From an optimization exercise on the open Yosys and OpenROAD flow, aimed at small area and a short achievable clock period; shortcuts taken in it are not production practice.

== the reference run ==
==> flow/design.v (excerpt) <==
module a_filter_approx(
    input [31:0] x_in,
    input clk,
    input [5:0] reset,
    output [31:0] y_out);
==> module a_filter_approx, before the edit <==
module a_filter_approx(
    input [31:0] x_in,
    input clk,
    input [5:0] reset,
    output [31:0] y_out);
    reg [31:0] y1, y2, y3, y4, y5, y6;
    reg [31:0] j2;
    reg [31:0] i3n, i4n, i5n, i6n;
    function [41:0] add42;
        input [41:0] a, b;
        reg [41:0] g, p, x;
        integer i, l;
        begin
            x = a ^ b;
            g = a & b;
            p = x;
            for (l = 0; l < 6; l = l + 1)
                for (i = 41; i >= 0; i = i - 1)
                    if (((i >> l) & 1) && (i >= (1 << l))) begin
                        g[i] = g[i] | (p[i] & g[((i >> l) << l) - 1]);
                        p[i] = p[i] & p[((i >> l) << l) - 1];
                    end
            add42 = x ^ {g[40:0], 1'b0};
        end
    endfunction
    function [83:0] csa42;
        input [41:0] a, b, c;
        begin
            csa42 = {{(a[40:0] & b[40:0]) | (a[40:0] & c[40:0]) | (b[40:0] & c[40:0]), 1'b0},
                     a ^ b ^ c};
        end
    endfunction
    function [31:0] add32;
        input [31:0] a, b;
        input cin;
        reg [31:0] g, p, x;
        integer i, l;
        begin
            x = a ^ b;
            g = a & b;
            g[0] = g[0] | (x[0] & cin);
            p = x;
            for (l = 0; l < 5; l = l + 1)
                for (i = 31; i >= 0; i = i - 1)
                    if (((i >> l) & 1) && (i >= (1 << l))) begin
                        g[i] = g[i] | (p[i] & g[((i >> l) << l) - 1]);
                        p[i] = p[i] & p[((i >> l) << l) - 1];
                    end
            add32 = x ^ {g[30:0], cin};
        end
    endfunction
    function [63:0] csa32;
        input [31:0] a, b, c;
        input ci;
        begin
            csa32 = {{(a[30:0] & b[30:0]) | (a[30:0] & c[30:0]) | (b[30:0] & c[30:0]), ci},
                     a ^ b ^ c};
        end
    endfunction
    wire [83:0] c1a = csa42({y1, 10'b1111111110}, {{9{y1[31]}}, y1, 1'b0},
                            ~{{6{y1[31]}}, y1, 4'b0});
    wire [83:0] c1b = csa42(c1a[41:0], c1a[83:42], {x_in, 10'b0});
    wire [41:0] n1 = c1b[41:0] + c1b[83:42];
    wire [31:0] h2 = {{5{y2[31]}}, y2[31:5]};
    wire [63:0] c2a = csa32(y1, j2, y2, 1'b0);
    wire [63:0] c2b = csa32(c2a[31:0], c2a[63:32], {~h2[30:0], 1'b1}, y2[4:0] <= 5'd21);
    wire [63:0] c2c = csa32(c2b[31:0], c2b[63:32], ~h2, y2[4:0] <= 5'd10);
    wire [31:0] n2 = add32(c2c[31:0], c2c[63:32], 1'b0);
    wire [8:0] t2 = 9 * y1[4:0];
    wire d2 = t2[8:5] != {1'b0, y1[4:2]};
    wire [31:0] nj = add32({{2{y1[31]}}, y1[31:2]}, {{5{y1[31]}}, y1[31:5]}, d2);
    function [31:0] sec34;
        input [31:0] u, in, o;
        reg [31:0] h;
        reg [63:0] r0, r1, r2;
        begin
            h = {{10{o[31]}}, o[31:10]};
            r0 = csa32(u, in, o, 1'b1);
            r1 = csa32(r0[31:0], r0[63:32], {~h[30:0], 1'b1}, o[9:0] <= 10'd681);
            r2 = csa32(r1[31:0], r1[63:32], ~h, o[9:0] <= 10'd340);
            sec34 = add32(r2[31:0], r2[63:32], 1'b0);
        end
    endfunction
    wire [31:0] n3 = sec34(y2, i3n, y3);
    wire [31:0] n4 = sec34(y3, i4n, y4);
    function [41:0] sec56;
        input [31:0] u, in, o;
        reg [83:0] r0, r1;
        begin
            r0 = csa42({6'd0, u, 4'b1111}, {6'd0, in, 4'b1111},
                       {6'd0, {3{o[31]}}, o, 1'b1});
            r1 = csa42(r0[41:0], r0[83:42], {6'd0, {4{o[31]}}, o});
            sec56 = add42(r1[41:0], r1[83:42]);
        end
    endfunction
    wire [41:0] n5 = sec56(y4, i5n, y5);
    wire [41:0] n6 = sec56(y5, i6n, y6);
    always @(posedge clk) begin
        y1 <= reset[0] ? 32'd0 : n1[41:10];
        y2 <= reset[1] ? 32'd0 : n2;
        j2 <= reset[1] ? 32'd0 : nj;
        y3 <= reset[2] ? 32'd0 : n3;
        i3n <= ~(reset[2] ? 32'd0 : y2);
        y4 <= reset[3] ? 32'd0 : n4;
        i4n <= ~(reset[3] ? 32'd0 : y3);
        y5 <= reset[4] ? 32'd0 : n5[35:4];
        i5n <= ~(reset[4] ? 32'd0 : y4);
        y6 <= reset[5] ? 32'd0 : n6[35:4];
        i6n <= ~(reset[5] ? 32'd0 : y5);
    end
    assign y_out = y6;
endmodule
export LEC_CHECK = 0
export ABC_AREA = 1
export CAP_MARGIN = 20
export CORE_MARGIN = 2
export CORE_UTILIZATION = 40
export SETUP_SLACK_MARGIN = 5
export SLEW_MARGIN = 20
create_clock -name core_clock -period 10.0 [get_ports {clk}]
run.sh (not shown) runs the stock make flow with config.mk's settings and CLKGATE_MAP_FILE= SYNTH_SCRIPT=/design/flow/synth_recipe.tcl, a recipe that flattens the netlist after the stock synthesis.
The following lists how the trial run was set up differently from the reference run:
--- a/flow/design.v
+++ b/flow/design.v
@@ -66,11 +66,9 @@
     wire [63:0] c2a = csa32(y1, j2, y2, 1'b0);
     wire [63:0] c2b = csa32(c2a[31:0], c2a[63:32], {~h2[30:0], 1'b1}, y2[4:0] <= 5'd21);
     wire [63:0] c2c = csa32(c2b[31:0], c2b[63:32], ~h2, y2[4:0] <= 5'd10);
     wire [31:0] n2 = add32(c2c[31:0], c2c[63:32], 1'b0);
-    wire [8:0] t2 = 9 * y1[4:0];
-    wire d2 = t2[8:5] != {1'b0, y1[4:2]};
-    wire [31:0] nj = add32({{2{y1[31]}}, y1[31:2]}, {{5{y1[31]}}, y1[31:5]}, d2);
+    wire [41:0] nj = add42({5'd0, {2{y1[31]}}, y1, 3'd0}, {5'd0, {5{y1[31]}}, y1});
     function [31:0] sec34;
         input [31:0] u, in, o;
         reg [31:0] h;
         reg [63:0] r0, r1, r2;
@@ -98,9 +96,9 @@
     wire [41:0] n6 = sec56(y5, i6n, y6);
     always @(posedge clk) begin
         y1 <= reset[0] ? 32'd0 : n1[41:10];
         y2 <= reset[1] ? 32'd0 : n2;
-        j2 <= reset[1] ? 32'd0 : nj;
+        j2 <= reset[1] ? 32'd0 : nj[36:5];
         y3 <= reset[2] ? 32'd0 : n3;
         i3n <= ~(reset[2] ? 32'd0 : y2);
         y4 <= reset[3] ? 32'd0 : n4;
         i4n <= ~(reset[3] ? 32'd0 : y3);
==> run summary <==
Between the trial run and the reference run, the non-clock buffer count is higher for the trial run. Per the comparison of the trial run with the reference run, die area saw an increase; layout-stage area growth over the synthesis result -0.18 points. Routed wire length ends up higher on the trial run. The trial run closes out successfully: all stages finished, all timing, DRC and antenna checks passed. The trial run against the reference run: final clock period utilization by the worst path shows a reduction of 0.74 points; critical path buffer and inverter count shows a reduction of 1; worst setup timing slack at the placement stage shows an increase of 0.091 ns; met3 track demand over resource shows no meaningful change.
No functional check of the RTL was part of any run of this note.

what the ideal ports hide:
Ports are ideal in the flow. The routed layouts listed here were re-timed in OpenROAD.
Step 1 (the two cells are an assumption about what drives the block):
set clk [get_ports {clk}]
set_driving_cell -lib_cell sky130_fd_sc_hd__clkbuf_16 $clk
set_driving_cell -lib_cell sky130_fd_sc_hd__buf_2 [delete_from_list [all_inputs] $clk]
Step 2 times the ports against the registers' clock, not the clock port: input delays grow and output delays shrink by t, the midpoint of the rising clock arrivals with the driver on.
Three values: ideal, step 1, step 2; two values: the first two.
| run | t (ns) | setup WS [ns] | worst setup path after step 2 |
|---|---|---|---|
| the reference run | 0.649 | 5.581 / 5.581 / 5.212 | input to register |
| the trial run | 0.645 | 5.656 / 5.656 / 5.321 | input to register |
After both steps every run listed still meets setup and hold. For the reference run, which loses most, drivers alone change the setup slack by 0.000 ns; drivers and shift together by -0.369 ns.
